From an optimization exercise on the open Yosys and OpenROAD flow, aimed at small area, a short achievable clock period and few clock cycles; shortcuts taken in it are not production practice. Function was checked by simulation only, so behaviour that the tests miss may differ from the original. Power and IR drop assume default switching activity.

==> design.v <==
module alu (Opcode, read1, ALUinput, FuncCode, Bcond, ALUresult, Reset_N);
	input [16-1:0] read1;
	input [16-1:0] ALUinput;
	input [5:0] FuncCode;
    input [3:0] Opcode;
    input Reset_N;
	output [16-1:0] ALUresult;
    output Bcond;
	reg [16-1:0] ALUresult;
    reg Bcond;
    reg [16-1:0] zeroextended;
	always @(*) begin
        ALUresult = 0;
        Bcond = 0;
        zeroextended = 0;
        case(Opcode)
            4'd15:
            begin
                case (FuncCode)
                    3'b000: ALUresult = read1+ALUinput;
                    3'b001: ALUresult = read1-ALUinput;                      	
                    3'b100: ALUresult = ~read1;  
                    3'b010: ALUresult = (read1&ALUinput);  
                    3'b011: ALUresult = read1|ALUinput;  
                    3'b110: ALUresult = read1<<1;  
                    3'b111: ALUresult = $signed(read1)>>>1;  
                    3'b101: ALUresult = ~read1+1;  
                    default: ALUresult=-1;
                endcase
            end
            4'd4: begin
                ALUresult = read1+ALUinput;
            end
            4'd5: begin
                zeroextended[7:0] = ALUinput[7:0];
                ALUresult = read1|zeroextended;
            end
            4'd6: ALUresult = ALUinput<<8;
            4'd7: ALUresult = read1+ALUinput;		  
            4'd8: ALUresult = read1+ALUinput;		
            4'd0: Bcond = (read1 != ALUinput)? 1 : 0;
            4'd1: Bcond = (read1 == ALUinput)? 1 : 0;
            4'd2: Bcond = ($signed(read1) > 0)? 1: 0;
            4'd3: Bcond = ($signed(read1) < 0)? 1: 0;
        endcase
    end
endmodule
module control (Instruction, Reset_N, Opcode, RegDst, Jump, Branch, MemRead, MemtoReg, MemWrite, ALUSrc, RegWrite, FuncCode, isStall,isFlush,isFlushID,isHalted,cacheHit1,cacheHit2,writeToData);
    input [16-1:0] Instruction;
    input Reset_N;
    input isStall;
    input [1:0]isFlush;
	output [3:0] Opcode;
    output RegDst;
    output Jump;
    output MemRead;
    output MemtoReg;
    output MemWrite;
    output ALUSrc;
    output RegWrite;
    output [5:0] FuncCode;
    input [1:0] isFlushID;
    output reg isHalted;
    output reg Branch;
    input cacheHit1;
    input cacheHit2;
    input writeToData;
    wire [3:0] Opcode;
    reg RegDst;
    reg Jump;
    reg MemRead;
    reg MemtoReg;
    reg MemWrite; 
    reg ALUSrc;
    reg RegWrite;
    wire [5:0] FuncCode;
    assign Opcode = Instruction[15:12];
    assign FuncCode = Instruction[5:0];
    always @(*) begin
        RegDst=0;
        Jump=0;
        Branch=0;
        MemRead=0;
        MemtoReg=0;
        MemWrite=0;
        ALUSrc=0;
        RegWrite=0;
        isHalted=0;
        if(Reset_N && !isFlushID && cacheHit1!=0 && cacheHit2!=0&&writeToData==0) begin
            if(Opcode == 4'd15) begin
                if(FuncCode==6'd29) isHalted=1;
                if((FuncCode != 6'd28) &&(FuncCode != 6'd29) && (FuncCode != 6'd25)) begin
                RegDst = 1;
                if(isStall==0) RegWrite = 1;
                end
            end
            if((Opcode == 4'd4)||(Opcode == 4'd5)||(Opcode == 4'd6)) begin
                ALUSrc = 1;
                if(isStall==0) RegWrite = 1;
            end
            if(Opcode ==4'd7) begin
                MemRead = 1;
                ALUSrc = 1;
                if(isStall==0) RegWrite = 1;
                MemtoReg = 1;
            end
            if(Opcode ==4'd8) begin
                if(isStall==0) MemWrite = 1;
                ALUSrc = 1;
            end
            if((Opcode == 4'd0)||(Opcode == 4'd1)||(Opcode == 4'd2)||(Opcode == 4'd3)) begin
                Branch = 1;
            end
            if(Opcode == 4'd9) begin
                Jump = 1;
            end
            if(Opcode == 4'd10) begin
                Jump = 1;
                if(isStall==0) RegWrite = 1;
            end
        end
    end    
endmodule
module datapath(Instruction, Opcode, RegDst, Jump, Branch, MemRead, MemtoReg, MemWrite, ALUSrc, RegWrite, Reset_N,PC,PC_EX,clk,forwardBMEM,realData,FuncCode,
isStall,isFlush,PC_NEXT,MemReadMEM,MemWriteMEM,ALUresultMEM,output_port_reg,PC_PRED_EX,num_inst_reg,isFlushID,is_halted_reg,isHalted,BranchEX,BcondEX,JumpEX,cacheHit1,cacheHit2,writeToData);
input clk;
input [15:0] Instruction;
input [3:0] Opcode;
input RegDst;
input Jump;
input Branch;
input MemRead;
input MemtoReg;
input MemWrite;
input ALUSrc;  
input RegWrite;
input Reset_N;
input [15:0] realData;
input [5:0] FuncCode;
input [15:0] PC;
input [15:0] PC_EX;
input [15:0] PC_PRED_EX;
output reg [1:0] isFlushID;
output reg [15:0] forwardBMEM;
output reg isStall;
output reg [1:0] isFlush;
output reg [15:0] PC_NEXT;
output MemReadMEM;
output MemWriteMEM;
output [15:0] ALUresultMEM;
output reg [15:0] output_port_reg;
output reg [15:0] num_inst_reg;
output reg is_halted_reg;
input isHalted;
output reg BranchEX;
output BcondEX;
output JumpEX;
input cacheHit1;
input cacheHit2;
input writeToData;
wire [16-1:0] writedata;
wire [1:0] rs;
wire [1:0] rt;
wire [1:0] rd;
wire [7:0] imm;
wire [11:0] target;
wire [16-1:0] read1;
wire [16-1:0] read2;
wire [16-1:0] forwardA;
wire [16-1:0] forwardB;
wire [16-1:0] ALUresultEX;
wire [16-1:0] ALUinput2;
wire [15:0] realData;
wire [15:0] extended;
wire BcondEX;
wire isJRL;
wire isJPR;
wire isJAL;
reg [1:0] rsEX;
reg [1:0] rtEX;
reg [1:0] rdEX;
reg RegWriteEX;
reg RegDstEX;
reg MemReadEX;
reg MemWriteEX;
reg MemtoRegEX;
reg isJRLEX;
reg isJPREX;
reg isJALEX;
reg ALUSrcEX;
reg [7:0] immEX;
reg JumpEX;
reg [3:0] OpcodeEX;
reg [11:0]targetEX;
reg [5:0] FuncCodeEX;
reg [1:0] isFlushEX;
reg isHaltedEX;
reg [15:0] read1EX;
reg [15:0] read2EX;
reg wasStallEX;
reg [1:0] rsMEM;
reg [1:0] rtMEM;
reg [1:0] rdMEM;
reg RegWriteMEM;
reg RegDstMEM;
reg MemReadMEM;
reg MemWriteMEM;
reg MemtoRegMEM;
reg [15:0] ALUresultMEM;
reg isJRLMEM;
reg isJPRMEM;
reg isJALMEM;
reg [15:0] PC_MEM;
reg [1:0] isFlushMEM;
reg wasStallMEM;
reg isHaltedMEM;
reg wwdMEM;
reg [15:0]wwdDataMEM;
reg [1:0] rsWB;
reg [1:0] rtWB;
reg [1:0] rdWB;
reg RegWriteWB;
reg RegDstWB;
reg MemtoRegWB;
reg [15:0] ALUresultWB;
reg isJRLWB;
reg isJPRWB;
reg isJALWB;
reg [15:0] PC_WB;
reg [1:0] isFlushWB;
reg wwdWB;
reg wasStallWB;
reg isHaltedWB;
reg [15:0] wwdDataWB;
assign rs = Instruction[11:10];
assign rt = Instruction[9:8];
assign rd = (isJRL||isJAL)? 2: Instruction[7:6];
assign imm = Instruction[7:0];
assign extended = {{8{immEX[7]}},immEX[7:0]};  
assign target = Instruction[11:0];
assign writedata = MemtoRegWB? realData: ((isJRLWB||isJALWB)? PC_WB+1: ALUresultWB);
assign isJRL = ((Opcode==4'd15)&&(FuncCode == 6'd26))? 1:0;
assign isJPR = ((Opcode==4'd15)&&(FuncCode == 6'd25))? 1:0;
assign isJAL = (Opcode==4'd10)? 1:0;
assign ALUinput2 = (ALUSrcEX==1)? extended: forwardB;
Forwarding forwardunitA(rsEX, rdMEM, rdWB, read1EX, ALUresultMEM, writedata, RegWriteMEM, RegWriteWB, forwardA,isFlushMEM,isFlushWB,isJALMEM,isJRLMEM,PC_MEM);
Forwarding forwardunitB(rtEX, rdMEM, rdWB, read2EX, ALUresultMEM, writedata, RegWriteMEM, RegWriteWB, forwardB,isFlushMEM,isFlushWB,isJALMEM,isJRLMEM,PC_MEM);
register Register(rs,rt,rtWB,rdWB, writedata, RegWriteWB, read1, read2, Reset_N, RegDstWB,clk,isJPRWB,isJRLWB,isJALWB);
alu Alu(OpcodeEX, forwardA, ALUinput2, FuncCodeEX, BcondEX, ALUresultEX, Reset_N);
always @(posedge clk) begin 
    if(!Reset_N) begin
        read1EX<=0;
        read2EX<=0;
        num_inst_reg<=0;
        output_port_reg<=0;
        is_halted_reg<=0;
        isFlushID<=2;
        rsEX<=0;
        rtEX<=0;
        rdEX<=0;
        RegWriteEX<=0;
        RegDstEX<=0;
        MemReadEX<=0;
        MemWriteEX<=0;
        MemtoRegEX<=0;
        isJRLEX<=0;
        isJPREX<=0;
        isJALEX<=0;
        ALUSrcEX<=0;
        immEX<=0;
        targetEX<=0;
        FuncCodeEX<=0;
        JumpEX<=0;
        OpcodeEX<=0;
        isFlushEX<=2;
        isHaltedEX<=0;
        wasStallEX<=0;
        BranchEX<=0;
        wwdMEM<=0;
        rsMEM<=0;
        rtMEM<=0;
        rdMEM<=0;
        RegWriteMEM<=0;
        RegDstMEM<=0;
        MemReadMEM<=0;
        MemWriteMEM<=0;
        MemtoRegMEM<=0;
        ALUresultMEM<=0;
        isJRLMEM<=0;
        isJPRMEM<=0;
        isJALMEM<=0;
        PC_MEM<=0;
        forwardBMEM<=0;
        isFlushMEM<=2;
        wasStallMEM<=0;
        isHaltedMEM<=0;
        wwdDataMEM<=0;
        rsWB<=0;
        rtWB<=0;
        rdWB<=0;
        RegWriteWB<=0;
        RegDstWB<=0;
        MemtoRegWB<=0;
        ALUresultWB<=0;
        isJRLWB<=0;
        isJPRWB<=0;
        isJALWB<=0;
        PC_WB<=0;
        isFlushWB<=2;
        wwdWB<=0;
        wasStallWB<=0;
        isHaltedWB<=0;
        wwdDataWB<=0;
    end
    else begin
    if(cacheHit1!=0&&cacheHit2!=0&&writeToData==0) begin
        if(isFlush) begin
        read1EX<=0;
        read2EX<=0;
        rsEX<=0;
        rtEX<=0;
        rdEX<=0;
        RegWriteEX<=0;
        RegDstEX<=0;
        MemReadEX<=0;
        MemWriteEX<=0;
        MemtoRegEX<=0;
        isJRLEX<=0;
        isJPREX<=0;
        isJALEX<=0;
        ALUSrcEX<=0;
        immEX<=0;
        targetEX<=0;
        FuncCodeEX<=0;
        JumpEX<=0;
        OpcodeEX<=0;
        isFlushEX<=1;
        isFlushID<=1;
        isHaltedEX<=0;
        BranchEX<=0;
        end
        else begin
        read1EX<=read1;
        read2EX<=read2;
        rsEX<=rs;
        rtEX<=rt;
        if(RegDst==1) rdEX<=rd;
        else if (isJAL||isJRL) rdEX<=2;
        else rdEX<=rt;
        if(isStall) wasStallEX<=1;
        else wasStallEX<=0;
        RegWriteEX<=RegWrite;
        RegDstEX<=RegDst;
        MemReadEX<=MemRead;
        MemWriteEX<=MemWrite;
        MemtoRegEX<=MemtoReg;
        isJRLEX<=isJRL;
        isJPREX<=isJPR;
        isJALEX<=isJAL;
        ALUSrcEX<=ALUSrc;
        immEX<=imm;
        targetEX<=target;
        FuncCodeEX<=FuncCode;
        OpcodeEX<=Opcode;
        JumpEX<=Jump && !isStall;
        isFlushEX<=isFlushID;
        isFlushID<=isFlush;
        isHaltedEX<=isHalted;
        BranchEX<=Branch && !isStall;
        end
        if(OpcodeEX == 4'd15 && FuncCodeEX==6'd28)begin
            wwdMEM<=1;
            wwdDataMEM<=forwardA;
        end
        else wwdMEM<=0;
        rsMEM<=rsEX;
        rtMEM<=rtEX;
        rdMEM<=rdEX;
        RegWriteMEM<=RegWriteEX;
        RegDstMEM<=RegDstEX;
        MemReadMEM<=MemReadEX;
        MemWriteMEM<=MemWriteEX;
        MemtoRegMEM<=MemtoRegEX;
        ALUresultMEM<=ALUresultEX;
        isJRLMEM<=isJRLEX;
        isJPRMEM<=isJPREX;
        isJALMEM<=isJALEX;
        PC_MEM<=PC_EX;
        forwardBMEM<=forwardB;
        isFlushMEM<=isFlushEX;
        isHaltedMEM<=isHaltedEX;
        wasStallMEM<=wasStallEX;
        rsWB<=rsMEM;
        rtWB<=rtMEM;
        rdWB<=rdMEM;
        RegWriteWB<=RegWriteMEM;
        RegDstWB<=RegDstMEM;
        MemtoRegWB<=MemtoRegMEM;
        ALUresultWB<=ALUresultMEM;
        isJRLWB<=isJRLMEM;
        isJPRWB<=isJPRMEM;
        isJALWB<=isJALMEM;
        PC_WB<=PC_MEM;
        isFlushWB<=isFlushMEM;
        wwdWB<=wwdMEM;
        wasStallWB<=wasStallMEM;
        isHaltedWB<=isHaltedMEM;
        wwdDataWB<=wwdDataMEM;
        if(isFlushWB==0 && wasStallWB==0) begin
        num_inst_reg<=num_inst_reg+1;
        if(isHaltedWB) is_halted_reg<=1;
        if(wwdWB) output_port_reg<=wwdDataWB;
        end
    end
    end
end
always @(*) begin
    isStall = 0;
    if(!Reset_N) begin
    PC_NEXT = 0;
    isFlush = 2;
    end
    else begin
    if(JumpEX) begin
    PC_NEXT = targetEX;    
    end
    else if (BcondEX) begin
    PC_NEXT = PC_EX + (extended+1);
    end
    else if (isJRLEX||isJPREX) PC_NEXT = forwardA;
    else PC_NEXT = PC_EX+1;
    end
    if(PC_NEXT!=PC_PRED_EX && isFlushID!=2 && isFlushEX==0 && wasStallEX==0) isFlush = 1;
    else isFlush = 0;
    if((wasStallEX==0) && (isFlushEX==0))begin
        if((rs==rdEX)&&(MemReadEX==1)) isStall = 1;
        if(Opcode==4'd15) begin
            if((FuncCode==6'd0)||(FuncCode==6'd1)||(FuncCode==6'd2)||(FuncCode==6'd3))begin
                if((rt==rdEX)&&(MemReadEX==1)) isStall = 1;    
            end
        end
        else if((Opcode!=4'd2) && (Opcode!=4'd3) && (Opcode!=4'd9) && (Opcode!=4'd10)) begin
                if((rt==rdEX)&&(MemReadEX==1)) isStall = 1;  
        end
        else if((Opcode==4'd9) || (Opcode==4'd10)) isStall = 0;
    end
    else isStall = 0;
end
endmodule
module Forwarding (rs, rdMEM, rdWB, read, ALUresultMEM, writedata,RegWriteMEM,RegWriteWB,out,isFlushMEM,isFlushWB,isJALMEM,isJRLMEM,PC_MEM);
    input [1:0] rs;
    input [1:0] rdMEM;
    input [1:0] rdWB;
    input [15:0] read;
    input [15:0] ALUresultMEM;
    input [15:0] writedata;
    input RegWriteMEM;
    input RegWriteWB;
    input [1:0]isFlushMEM;
    input [1:0]isFlushWB;
    input isJALMEM;
    input isJRLMEM;
    input [15:0] PC_MEM;
    output reg [15:0] out;
    always @(*) begin
        if((rs==rdMEM) && (RegWriteMEM==1) && (isFlushMEM==0))begin
           if(isJALMEM||isJRLMEM) out = PC_MEM+1;
           else out = ALUresultMEM;
        end
        else if((rs==rdWB) && (RegWriteWB==1) && (isFlushWB==0)) out = writedata;
        else out =read;
    end
endmodule
module MUX (in0, in1, in2, in3, sel, out);
    input [16-1:0] in0;
    input [16-1:0] in1;
    input [16-1:0] in2;
    input [16-1:0] in3;
    input [1:0] sel;
    output reg [16-1:0] out;
    always @(*) begin
        case (sel)
            0: out = in0;
            1: out = in1;
            2: out = in2;
            3: out = in3;
        endcase
    end
endmodule
module register(rs,rt,rtWB,rdWB, writedata, RegWrite, read1, read2, Reset_N, RegDst,clk, isJPR,isJRL,isJAL);
    input clk;
    input [1:0] rs;
    input [1:0] rt;
    input [1:0] rdWB;
    input [1:0] rtWB;
    input [16-1:0]writedata;
    input Reset_N;
    input RegWrite;
    input RegDst;
    input isJPR;
    input isJRL;
    input isJAL;
    output [16-1:0] read1;
    output [16-1:0] read2;
    reg [16-1:0] innerReg0;
    reg [16-1:0] innerReg1;
    reg [16-1:0] innerReg2;
    reg [16-1:0] innerReg3;
    wire [16-1:0] read1;
    wire [16-1:0] read2;
    always @(negedge clk) begin
        if(!Reset_N) begin
            innerReg0 <= 0;
            innerReg1 <= 0;
            innerReg2 <= 0;
            innerReg3 <= 0;
        end
        if((RegWrite==1) && (RegDst==1)) begin
            if(isJRL==1) innerReg2 <= writedata;
            else begin
            case (rdWB)
                0: innerReg0 <= writedata;
                1: innerReg1 <= writedata;
                2: innerReg2 <= writedata;
                3: innerReg3 <= writedata; 
            endcase
            end
        end
        if((RegWrite==1) && (RegDst==0)) begin
            if(isJAL==1) innerReg2 <= writedata;
            else begin
            case (rtWB)
                0: innerReg0 <= writedata;
                1: innerReg1 <= writedata;
                2: innerReg2 <= writedata;
                3: innerReg3 <= writedata; 
            endcase
            end
        end
    end
    MUX muxRS (innerReg0, innerReg1, innerReg2, innerReg3, rs, read1);
    MUX muxRT (innerReg0, innerReg1, innerReg2, innerReg3, rt, read2);
endmodule
module cpu(Clk, Reset_N, readC1, address1, cacheData1, readC2, writeC2, address2, cacheData2, num_inst, output_port, is_halted, cacheHit1,cacheHit2, writeCacheData,writeToData);
	input Clk;
	wire Clk;
	input Reset_N;
	wire Reset_N;
	output readC1;
	wire readC1;
	output [16-1:0] address1;
	wire [16-1:0] address1;
	output readC2;
	wire readC2;
	output writeC2;
	wire writeC2;
	output [16-1:0] address2;
	wire [16-1:0] address2;
	input [16-1:0] cacheData1;
	wire [16-1:0] cacheData1;
	input [16-1:0] cacheData2;
	wire [16-1:0] cacheData2;
	output wire [15:0] writeCacheData;
	output [16-1:0] num_inst;
	wire [16-1:0] num_inst;
	output [16-1:0] output_port;
	wire [16-1:0] output_port;
	output is_halted;
	wire is_halted;
	input cacheHit1;
	input cacheHit2;
	input writeToData;
	reg [15:0] Instruction;
	reg [15:0] realData;
	wire [15:0] num_inst_reg;
	wire [15:0] PC_PRED;
	reg [15:0] PC;
	reg [15:0] PC_EX;
	reg [15:0] PC_ID;
	reg [15:0] PC_PRED_EX;
	reg [15:0] PC_PRED_ID;
	wire [3:0]Opcode;
	wire RegDst;
	wire Jump;
	wire Branch;
	wire MemRead;
	wire MemtoReg;
	wire MemWrite;
	wire ALUSrc;
	wire RegWrite;
	wire [15:0] forwardBMEM;
	wire [5:0]FuncCode;
	wire isStall;
	wire [1:0] isFlush;
	wire [15:0]PC_NEXT;
	wire MemReadMEM;
	wire MemWriteMEM;
	wire [15:0] ALUresultMEM;
	wire [15:0] forwardA;
	wire is_halted_reg;
	wire [15:0]output_port_reg;
	reg [15:0] address1_reg;
	wire [1:0] isFlushID;
	wire isHalted;
	wire BranchEX;
	wire BcondEX;
	wire JumpEX;
	PCPred pcpred(PC,PC_PRED,Reset_N,PC_EX,PC_NEXT,BcondEX,JumpEX,BranchEX,Clk);
	datapath datapathA (Instruction, Opcode, RegDst, Jump, Branch, MemRead, MemtoReg, MemWrite, ALUSrc, RegWrite, Reset_N,PC,PC_EX,Clk,forwardBMEM,realData,FuncCode,
	isStall,isFlush,PC_NEXT,MemReadMEM,MemWriteMEM,ALUresultMEM,output_port_reg,PC_PRED_EX,num_inst_reg,isFlushID,is_halted_reg,isHalted,BranchEX,BcondEX,JumpEX,cacheHit1,cacheHit2,writeToData);
	control controlA (Instruction, Reset_N, Opcode, RegDst, Jump, Branch, MemRead, MemtoReg, MemWrite, ALUSrc, RegWrite, FuncCode, isStall,isFlush,isFlushID,isHalted,cacheHit1,cacheHit2,writeToData);
	assign num_inst = num_inst_reg;
	assign readC1 = (!isStall&&cacheHit1!=0&&cacheHit2!=0&&writeToData==0);
	assign readC2 = (MemReadMEM);
	assign writeC2 = (MemWriteMEM);
	assign address2 = ALUresultMEM;
	assign writeCacheData = MemWriteMEM? forwardBMEM:0;
	assign address1 = address1_reg;
	assign is_halted = is_halted_reg;
	assign output_port = output_port_reg;
	always @(posedge Clk) begin
		if(Reset_N==0) begin
			Instruction <=0;
			realData <=0;
			PC<=0;
			PC_EX<=0;
			PC_PRED_EX<=0;
			address1_reg<=0;
		end
		else begin
			if(isStall==0 && cacheHit1!=0&&cacheHit2!=0&&writeToData==0) begin		
				Instruction <= cacheData1;
				if(isFlush!=1) begin
					address1_reg <= PC_PRED;
					PC <= PC_PRED;
				end
				else begin
					address1_reg<=PC_NEXT;
					PC <= PC_NEXT;
				end
				PC_ID<=PC;
				PC_EX<=PC_ID;
				PC_PRED_ID<=PC_PRED;
				PC_PRED_EX<=PC_PRED_ID;
			end
			if(MemReadMEM==1&&cacheHit1!=0&&cacheHit2!=0&&writeToData==0) realData <= cacheData2;
		end
	end
endmodule
module PCPred(PC,out,Reset_N,UpdatePC,UpdatePred,Bcond,Jump,Branch,clk);
	input [15:0] PC;
	input Reset_N;
	input [15:0] UpdatePC;
	input [15:0] UpdatePred;
	input Bcond;
	input Jump;
	input Branch;
	input clk;
	output reg [15:0] out;
	reg [2:0] State;
	reg [15:0] PCentry[0:7];
	reg [15:0] Predentry[0:7];
	reg valid[0:7];
	integer i;
	always @(*) begin
		if(!Reset_N) out = 0;
		else if(PCentry[PC[2:0]]==PC && valid[PC[2:0]] && (State==2 || State==3)) out = Predentry[PC[2:0]];
		else out = PC+1;
	end
	always @(posedge clk) begin
		if(!Reset_N) begin
			for(i=0;i<8;i=i+1) begin
				PCentry[i] <= 0;
				Predentry[i] <= 0;
				valid[i] <= 0;
			end
			State <= 3;
		end
		else if(Jump||Branch) begin
			if(Branch) begin
			case (State) 
				0: begin
					if(Bcond) State <= 1;
					else State <= 0; 
				end
				1: begin
					if(Bcond) State <= 3;
					else State <= 0; 	
				end
				2: begin
					if(Bcond) State <= 3;
					else State <= 0; 
				end
				3: begin
					if(Bcond) State <= 3;
					else State <= 2; 
				end				
			endcase
			end
			PCentry[UpdatePC[2:0]] <= UpdatePC;
			Predentry[UpdatePC[2:0]] <= UpdatePred;
			valid[UpdatePC[2:0]] <= 1;
		end	
	end
endmodule
module cache (Clk,Reset_N,readC1,readC2,writeC2, address1, address2, writeCacheData,
instData00, instData01, instData10, instData11, memData00, memData01, memData10, memData11, instReady, memReadReady, memWriteReady,
cacheHit1, cacheHit2, cacheData1, cacheData2, readM1, readM2, writeM2, writeToData,
evicted2_00, evicted2_01, evicted2_10, evicted2_11,evicted2_address);
input Clk;
input Reset_N;
input readC1;
input readC2;
input writeC2;
input [15:0] address1;
input [15:0] address2;
input [15:0] writeCacheData;
input [15:0] instData00;
input [15:0] instData01;
input [15:0] instData10;
input [15:0] instData11;
input [15:0] memData00;
input [15:0] memData01;
input [15:0] memData10;
input [15:0] memData11;
input [1:0] instReady;
input [1:0] memReadReady;
input [1:0] memWriteReady;
output reg cacheHit1;
output reg cacheHit2;
output reg [15:0] cacheData1;
output reg [15:0] cacheData2;
output reg writeToData;
output reg readM1;
output reg readM2;
output reg writeM2;
output reg[15:0] evicted2_00;
output reg[15:0] evicted2_01;
output reg[15:0] evicted2_10;
output reg[15:0] evicted2_11;
output reg [15:0] evicted2_address;
reg [15:0] Iway0_data[0:1][0:3];
reg [15:0] Iway1_data[0:1][0:3];
reg [15:0] Dway0_data[0:1][0:3];
reg [15:0] Dway1_data[0:1][0:3];
reg [12:0] Iway0_tag[0:1];
reg [12:0] Iway1_tag[0:1];
reg [12:0] Dway0_tag[0:1];
reg [12:0] Dway1_tag[0:1];
reg Iway0_valid[0:1];
reg Iway1_valid[0:1];
reg ILRU[0:1];
reg Dway0_valid[0:1];
reg Dway1_valid[0:1];
reg Dway0_dirty[0:1];
reg Dway1_dirty[0:1];
reg DLRU[0:1];
reg fill2_way; 
integer i,j;
always @(negedge Clk) begin
    if(!Reset_N) begin
        for(i=0;i<2;i=i+1) begin
            for(j=0;j<4;j=j+1)begin
                Iway0_data[i][j] <= 0;
                Iway1_data[i][j] <= 0;
                Dway0_data[i][j] <= 0;
                Dway1_data[i][j] <= 0;
            end
            Iway0_tag[i] <= 0;
            Iway1_tag[i] <= 0;
            Iway0_valid[i] <= 0;
            Iway1_valid[i] <= 0;
            ILRU[i] <= 0;
            Dway0_tag[i] <= 0;
            Dway1_tag[i] <= 0;
            Dway0_valid[i] <= 0;
            Dway1_valid[i] <= 0;
            Dway0_dirty[i] <= 0;
            Dway1_dirty[i] <= 0;
            DLRU[i] <= 0;
        end
        cacheData1<=0;
        cacheData2<=0;
        evicted2_address<=0;
        cacheHit1<=1;
        cacheHit2<=1;
        readM1<=0;
        readM2<=0;
        writeM2<=0;
        evicted2_00<=0;
        evicted2_01<=0;
        evicted2_10<=0;
        evicted2_11<=0;
        writeToData<=0;
        fill2_way<=0;
    end
    else begin
        if(readC1) begin
            if(Iway0_tag[address1[2]] == address1[15:3] && Iway0_valid[address1[2]]) begin
                cacheHit1 <=1;
                cacheData1 <= Iway0_data[address1[2]][address1[1:0]];
                ILRU[address1[2]] <= 1;
            end
            else if(Iway1_tag[address1[2]] == address1[15:3] && Iway1_valid[address1[2]])begin
                cacheHit1 <=1;
                cacheData1 <= Iway1_data[address1[2]][address1[1:0]];
                ILRU[address1[2]] <= 0;
            end
            else begin  
                cacheHit1<=0;
                readM1<=1;
            end
        end
        if(readC2 && cacheHit2 && !writeToData) begin
            if(Dway0_tag[address2[2]] == address2[15:3] && Dway0_valid[address2[2]]) begin
                cacheHit2 <= 1;
                cacheData2 <= Dway0_data[address2[2]][address2[1:0]];
                DLRU[address2[2]] <= 1;
            end
            else if(Dway1_tag[address2[2]] == address2[15:3] && Dway1_valid[address2[2]])begin
                cacheHit2 <=1;
                cacheData2 <= Dway1_data[address2[2]][address2[1:0]];
                DLRU[address2[2]] <= 0;
            end
            else begin  
                cacheHit2<=0;
                fill2_way <= !Dway0_valid[address2[2]] ? 1'b0 : !Dway1_valid[address2[2]] ? 1'b1 : DLRU[address2[2]];
                if(DLRU[address2[2]]==0 && Dway0_dirty[address2[2]] && Dway0_valid[address2[2]]) begin  
                   evicted2_00 <= Dway0_data[address2[2]][0];
                   evicted2_01 <= Dway0_data[address2[2]][1];
                   evicted2_10 <= Dway0_data[address2[2]][2];
                   evicted2_11 <= Dway0_data[address2[2]][3];
                   writeM2<=1;
                   evicted2_address <= {Dway0_tag[address2[2]], address2[2], 2'b00};
                   writeToData<=1;
                   fill2_way<=0;
                   DLRU[address2[2]] <=1;                   
                end
                else if(DLRU[address2[2]]==1 && Dway1_dirty[address2[2]] && Dway1_valid[address2[2]]) begin  
                   evicted2_00 <= Dway1_data[address2[2]][0];
                   evicted2_01 <= Dway1_data[address2[2]][1];
                   evicted2_10 <= Dway1_data[address2[2]][2];
                   evicted2_11 <= Dway1_data[address2[2]][3];
                   writeM2<=1;
                   evicted2_address <= {Dway1_tag[address2[2]], address2[2], 2'b00};
                   writeToData<=1;
                   fill2_way<=1;
                   DLRU[address2[2]] <=0;                       
                end
                readM2 <= 1;
            end    
        end
        else if (writeC2 && cacheHit2 && !writeToData) begin
            if(Dway0_tag[address2[2]] == address2[15:3] && Dway0_valid[address2[2]]) begin
                cacheHit2 <= 1;
                Dway0_data[address2[2]][address2[1:0]] <= writeCacheData;
                DLRU[address2[2]] <= 1;
                Dway0_dirty[address2[2]]<=1;
            end
            else if(Dway1_tag[address2[2]] == address2[15:3] && Dway1_valid[address2[2]])begin
                cacheHit2 <=1;
                Dway1_data[address2[2]][address2[1:0]] <= writeCacheData;
                DLRU[address2[2]] <= 0;
                Dway1_dirty[address2[2]]<=1;
            end
            else begin
                cacheHit2<=0;
                fill2_way <= !Dway0_valid[address2[2]] ? 1'b0 : !Dway1_valid[address2[2]] ? 1'b1 : DLRU[address2[2]];
                if(DLRU[address2[2]]==0 && Dway0_dirty[address2[2]] && Dway0_valid[address2[2]]) begin  
                   evicted2_00 <= Dway0_data[address2[2]][0];
                   evicted2_01 <= Dway0_data[address2[2]][1];
                   evicted2_10 <= Dway0_data[address2[2]][2];
                   evicted2_11 <= Dway0_data[address2[2]][3];
                   evicted2_address <= {Dway0_tag[address2[2]], address2[2], 2'b00};                   
                   writeM2<=1;
                   writeToData<=1;
                   fill2_way<=0;
                   DLRU[address2[2]]<=1;                   
                end
                else if(DLRU[address2[2]]==1 && Dway1_dirty[address2[2]] && Dway1_valid[address2[2]]) begin  
                   evicted2_00 <= Dway1_data[address2[2]][0];
                   evicted2_01 <= Dway1_data[address2[2]][1];
                   evicted2_10 <= Dway1_data[address2[2]][2];
                   evicted2_11 <= Dway1_data[address2[2]][3];
                   evicted2_address <= {Dway1_tag[address2[2]], address2[2], 2'b00};                   
                   writeM2<=1;
                   writeToData<=1;
                   fill2_way<=1;
                   DLRU[address2[2]]<=0;                   
                end
                readM2<=1;
            end
        end
        if(instReady==1) begin
            if(Iway0_valid[address1[2]]==0) begin
                Iway0_data[address1[2]][0] <= instData00;
                Iway0_data[address1[2]][1] <= instData01;
                Iway0_data[address1[2]][2] <= instData10;
                Iway0_data[address1[2]][3] <= instData11;
                Iway0_tag[address1[2]] <= address1[15:3];
                Iway0_valid[address1[2]] <=1;
            end
            else begin
                Iway1_data[address1[2]][0] <= instData00;
                Iway1_data[address1[2]][1] <= instData01;
                Iway1_data[address1[2]][2] <= instData10;
                Iway1_data[address1[2]][3] <= instData11;
                Iway1_tag[address1[2]] <= address1[15:3];
                Iway1_valid[address1[2]] <=1;
            end
            case (address1[1:0])
                0:cacheData1<=instData00; 
                1:cacheData1<=instData01;
                2:cacheData1<=instData10;
                3:cacheData1<=instData11;
            endcase
            cacheHit1<=1;
            readM1<=0;
        end
        if(memReadReady==1) begin
            if(fill2_way==0) begin
                Dway0_data[address2[2]][0] <= memData00;
                Dway0_data[address2[2]][1] <= memData01;
                Dway0_data[address2[2]][2] <= memData10;
                Dway0_data[address2[2]][3] <= memData11;
                Dway0_tag[address2[2]] <= address2[15:3];
                Dway0_valid[address2[2]] <=1;
                Dway0_dirty[address2[2]] <=0;
            end
            else begin
                Dway1_data[address2[2]][0] <= memData00;
                Dway1_data[address2[2]][1] <= memData01;
                Dway1_data[address2[2]][2] <= memData10;
                Dway1_data[address2[2]][3] <= memData11;
                Dway1_tag[address2[2]] <= address2[15:3];
                Dway1_valid[address2[2]] <=1;
                Dway1_dirty[address2[2]] <=0;
            end
            if(readC2) begin
                case (address2[1:0])
                    0:cacheData2<=memData00; 
                    1:cacheData2<=memData01;
                    2:cacheData2<=memData10;
                    3:cacheData2<=memData11;
                endcase
            end
            else if(writeC2) begin
                if(fill2_way==0) begin
                    Dway0_data[address2[2]][address2[1:0]] <= writeCacheData;
                    Dway0_dirty[address2[2]] <= 1;
                end
                else begin
                    Dway1_data[address2[2]][address2[1:0]] <= writeCacheData;
                    Dway1_dirty[address2[2]] <= 1;
                end
            end
            cacheHit2<=1;
            readM2<=0;
        end
        if(memWriteReady==1) begin
            writeM2<=0;
            writeToData<=0;
        end
    end
end
endmodule
module cpu_cache (
	input clk,
	input reset_n,
	output readM1,
	output [15:0] address1,
	input [15:0] instData00,
	input [15:0] instData01,
	input [15:0] instData10,
	input [15:0] instData11,
	input [1:0] instReady,
	output readM2,
	output writeM2,
	output [15:0] address2,
	input [15:0] memData00,
	input [15:0] memData01,
	input [15:0] memData10,
	input [15:0] memData11,
	input [1:0] memReadReady,
	input [1:0] memWriteReady,
	output [15:0] evicted2_address,
	output [15:0] evicted2_00,
	output [15:0] evicted2_01,
	output [15:0] evicted2_10,
	output [15:0] evicted2_11,
	output [15:0] num_inst,
	output [15:0] output_port,
	output is_halted
);
	wire readC1, readC2, writeC2;
	wire [15:0] cacheData1, cacheData2, writeCacheData;
	wire cacheHit1, cacheHit2, writeToData;
	cpu UUT (clk, reset_n, readC1, address1, cacheData1, readC2, writeC2, address2, cacheData2,
		num_inst, output_port, is_halted, cacheHit1, cacheHit2, writeCacheData, writeToData);
	cache cacheA (clk, reset_n, readC1, readC2, writeC2, address1, address2, writeCacheData,
		instData00, instData01, instData10, instData11, memData00, memData01, memData10, memData11,
		instReady, memReadReady, memWriteReady,
		cacheHit1, cacheHit2, cacheData1, cacheData2, readM1, readM2, writeM2, writeToData,
		evicted2_00, evicted2_01, evicted2_10, evicted2_11, evicted2_address);
endmodule
==> run.sh <==
#!/bin/bash
# synth_recipe.tcl (not shown) runs the flow's synth.tcl, then flattens the netlist and writes it again
# the make line also repeats each setting of config.mk as NAME=value (left out here)
make -C /OpenROAD-flow-scripts/flow DESIGN_CONFIG=/design/flow/config.mk WORK_HOME=/design/flow/orfs CLKGATE_MAP_FILE= SYNTH_SCRIPT=/design/flow/synth_recipe.tcl finish
==> config.mk <==
export PLATFORM = sky130hd
export DESIGN_NAME = cpu_cache
export DESIGN_NICKNAME = cpu_cache
export VERILOG_FILES = /design/flow/design.v
export SDC_FILE = /design/flow/constraint.sdc
export NUM_CORES = 8
export LEC_CHECK = 0
export CAP_MARGIN = 20
export CORE_MARGIN = 2
export CORE_UTILIZATION = 40
export SLEW_MARGIN = 20
==> constraint.sdc <==
create_clock -name core_clock -period 11.0 [get_ports {clk}]
set_input_delay 2.2000 -clock core_clock [delete_from_list [all_inputs] [get_ports {clk}]]
set_output_delay 2.2000 -clock core_clock [all_outputs]
set_load 0.01 [all_outputs]
==> impl_metrics.csv <==
group,metric,value,unit
timing,hold_viol_final,0,
power,p_switching,4.054,mW
clock_tree,clockRootBuffer,"clkbuf_16",
logic_synthesis,synth-main-ff-cell,"edfxtp_1",
global_routing,grtUsageTotal,0.2610,
clock_tree,cts_buffer_depth,3,
power,ir_drop,0.1326,mV
place,place_congestion,0.9774,
place,port_buffers,281,
drt,antenna_left,0,
power,comb_power_share,0.089,
clock_tree,cts_resized,0,
clock_tree,insertion_delay,0.84,ns
setup_path,crit_top_cell,"buf_4",
die,die_w,426.7,um
die,fp-row-count,155,
global_routing,grt_max_degree,164,
clock_tree,cts_buffers,163,
logic_synthesis,syn_inst,6531,
logic_synthesis,synth_edf_count,904,
clock_tree,cts_tree,"done",
timing,drv_slew,0,
global_routing,grt_pass1_wl,358100,um
logic_synthesis,syn_area,71470,um2
die,start_util,0.4015,
finish,drive_gt1_frac,0.1184,
drt,drt_wl_total,241300,um
clock_tree,clk_pin_slew,0.05,ns
logic_synthesis,ys_warn_count,9,
setup_path,end_kind,"flip-flop",
logic_synthesis,avgSynthCellArea,10.94,um2
setup_path,crit_type,"reg2reg",
timing,setup_tns,0,ns
setup_path,cp.arrival,4.81,ns
global_routing,overflow,0,
power,seqPwrFrac,0.435,
drt,avgViaCountPerCell,5.760,
power,power.total,14.08,mW
clock_tree,htreeDepth,4,
timing,rsz0062_at_grt,"false",
clock_tree,cts_sinks,1432,
timing,setup_viol,0,
logic_synthesis,ys_seq_area_frac,0.5277,
drt,vias,57250,
setup_path,crit_chain,"mux2i_1 > xnor2_1 > nor4_1 > nand4_1 > nand2b_1 > buf_4 > o21a_1 > nor2_1 > nand2_1 > nand3b_1 > buf_4",
setup_path,path_max_fanout,58,
global_routing,antenna_found_initial,0,
power,clkPwrFrac,0.477,
clock_tree,cts_hold_buffers,0,
status,status,"finished clean",
drt,drt_iter0_drc,6460,
die,ios,284,
power,p_leak,32.82,nW
drt,wl_per_cell,24.28,um
finish,fin_util,0.4800,
die,core,178000,um2
setup_path,startpoint_type,"flip-flop",
finish,filler_cell_count,16340,
drt,first_pass_iters,8,
timing,fin_skew,0.06750,ns
finish,nNetsFinal,7659,
die,die_area,182100,um2
setup_path,slowest_stage,"dfxtp_4",
drt,drc_errors,0,
setup_path,max_stage_delay,0.88,ns
place,dp_hpwl,163700,um
flow_run,cap_violations,0,
power,p_int,10.03,mW
global_routing,grt_pass1_vias,56600,
finish,area_growth,19.55,%
setup_path,critPathRequiredTime,5.97,ns
logic_synthesis,synth_cell_types,99,
power,power.density,164.8,nW/um2
timing,worst_pin_slew,1.193,ns
power,switching_share,0.2879,
clock_tree,cts_setup_buffers,0,
die,die_h,426.7,um
min_path,hp-class,"reg2reg",
logic_synthesis,async_flop_share,0,
timing,relSlewSlack,0.1945,
logic_synthesis,ys_ff_latch,1432,
## cells in the mapped netlist (all sizes together) (10+ instances only)
cell type	number	area share
nand3	121	0.0085
a21o	21	0.0022
nand2b	29	0.0025
xnor2	121	0.015
or3	23	0.0021
nor2b	26	0.0023
clkbuf	479	0.025
nor3b	10	0.0011
nor4	39	0.0036
a31oi	15	0.0013
nor2	441	0.023
a2bb2oi	53	0.0067
nor3	76	0.0054
a221oi	19	0.0027
and2	375	0.033
nand2	991	0.052
a22oi	34	0.0036
edfxtp	904	0.38
mux2i	170	0.024
a21oi	397	0.028
a311oi	16	0.0020
nand3b	19	0.0020
o211ai	24	0.0026
o21ai	416	0.029
xor2	61	0.0075
o221ai	24	0.0029
a222oi	17	0.0024
or2	11	0.00096
o22ai	31	0.0027
mux4	336	0.11
a32o	32	0.0045
and3	135	0.012
a211oi	90	0.0097
inv	108	0.0057
o21a	13	0.0014
ha	73	0.013
mux2	15	0.0024
o21bai	14	0.0015
nand4	41	0.0036
dfxtp	528	0.15
buf	72	0.0043
## cell families after synthesis
logic type | share of synthesized area
simple gates | 0.1549
flops | 0.5277
compound gates | 0.1141
buf+inv | 0.03520
mux | 0.1321
xor+xnor | 0.02230
fa+ha+maj | 0.01362
other cells | 0.00005247
## power by group through the flow
| stage | clock, mW | sequential [mW] | combinational [mW] |
|---|---|---|---|
| 2_1_floorplan | 0.438 | 6.08 | 0.821 |
| 3_3_place_gp | 0.438 | 6.20 | 1.23 |
| 3_5_place_dp | 0.438 | 6.20 | 1.24 |
| 4_1_cts | 6.84 | 6.12 | 1.24 |
| 5_1_grt | 7.28 | 6.13 | 1.33 |
| 6_report | 6.71 | 6.12 | 1.25 |
## stage by stage
stage | instance area [um2] | hold WS, ns | worst slack, ns | instances
3_5_place_dp | 76950 | 0.4324 | 0.5094 | 8825
5_1_grt | 85450 | 0.4631 | 0.8888 | 9939
6_report | 85450 | 0.4465 | 1.167 | 9940
3_3_place_gp | 76950 | 0.4330 | 0.5695 | 8825
2_1_floorplan | 71530 | 0.4181 | 0.1872 | 6544
4_1_cts | 85430 | 0.4495 | 1.265 | 9937
## layout make-up
type                            count  area, um2  area share
Multi-Input combinational cell   4451      31460      0.3682
Sequential cell                  1432      37740      0.4417
Clock buffer                      196       4423     0.05176
Tap cell                         2355       2947     0.03448
Inverter                          109      416.7    0.004876
Antenna cell                        1      2.502  0.00002929
Clock inverter                    917       4060     0.04752
Timing Repair Buffer              479       4398     0.05147
## cell usage in the layout (no fill, tap or decap), types with 19 or more instances in the layout
master / instances
edfxtp_1: 904
and2_1: 373
xor2_1: 61
a211oi_1: 86
buf_4: 188
nand3_1: 121
mux2i_1: 169
nand2b_1: 23
nand2_1: 988
a21oi_1: 395
ha_1: 72
and3_1: 135
mux4_2: 336
a22oi_1: 34
xnor2_1: 121
nor2b_1: 24
or3_1: 22
nor4_1: 34
a2bb2oi_1: 52
inv_1: 932
o221ai_1: 24
clkinvlp_2: 26
dfxtp_1: 518
nand3b_1: 19
clkbuf_16: 168
clkdlybuf4s50_1: 280
nor2_1: 434
o211ai_1: 23
o21ai_0: 408
nor3_1: 74
o22ai_1: 31
a32o_1: 32
a21o_1: 21
nand4_1: 41
## path summary, 6_finish.rpt
kind,slack [ns],startpoint,to,cells past startpoint
setup / recovery,1.17,UUT.datapathA.ALUresultMEM[2],cacheA.Dway1_data[7][11],11
hold / removal,0.45,cacheA.evicted2_00[12],cacheA.evicted2_00[12],2
setup reg to reg,1.17,UUT.datapathA.ALUresultMEM[2],cacheA.Dway1_data[7][11],11
hold reg to reg,0.45,cacheA.evicted2_00[12],cacheA.evicted2_00[12],2
## routing by layer
layer / GRT usage / part of all wire / routed length (um)
met5: 0 / 0 / 0
met1: 0.3341 / 0.40 / 95670
met2: 0.4142 / 0.47 / 113400
met3: 0.06043 / 0.086 / 20780
met4: 0.1322 / 0.047 / 11450
## critical path: cells and delay by family (launching register included)
kind                      cells  cell delay (ns)
buffers and inverters         2             0.52
muxes                         1             0.39
and+or+nand+nor               6             1.79
AOI/OAI and AO/OA             1             0.23
xor gates and xnor gates      1             0.13
DFF                           1             0.88
Testbench counts, summed over its fixed seeds: cycles 393,617.
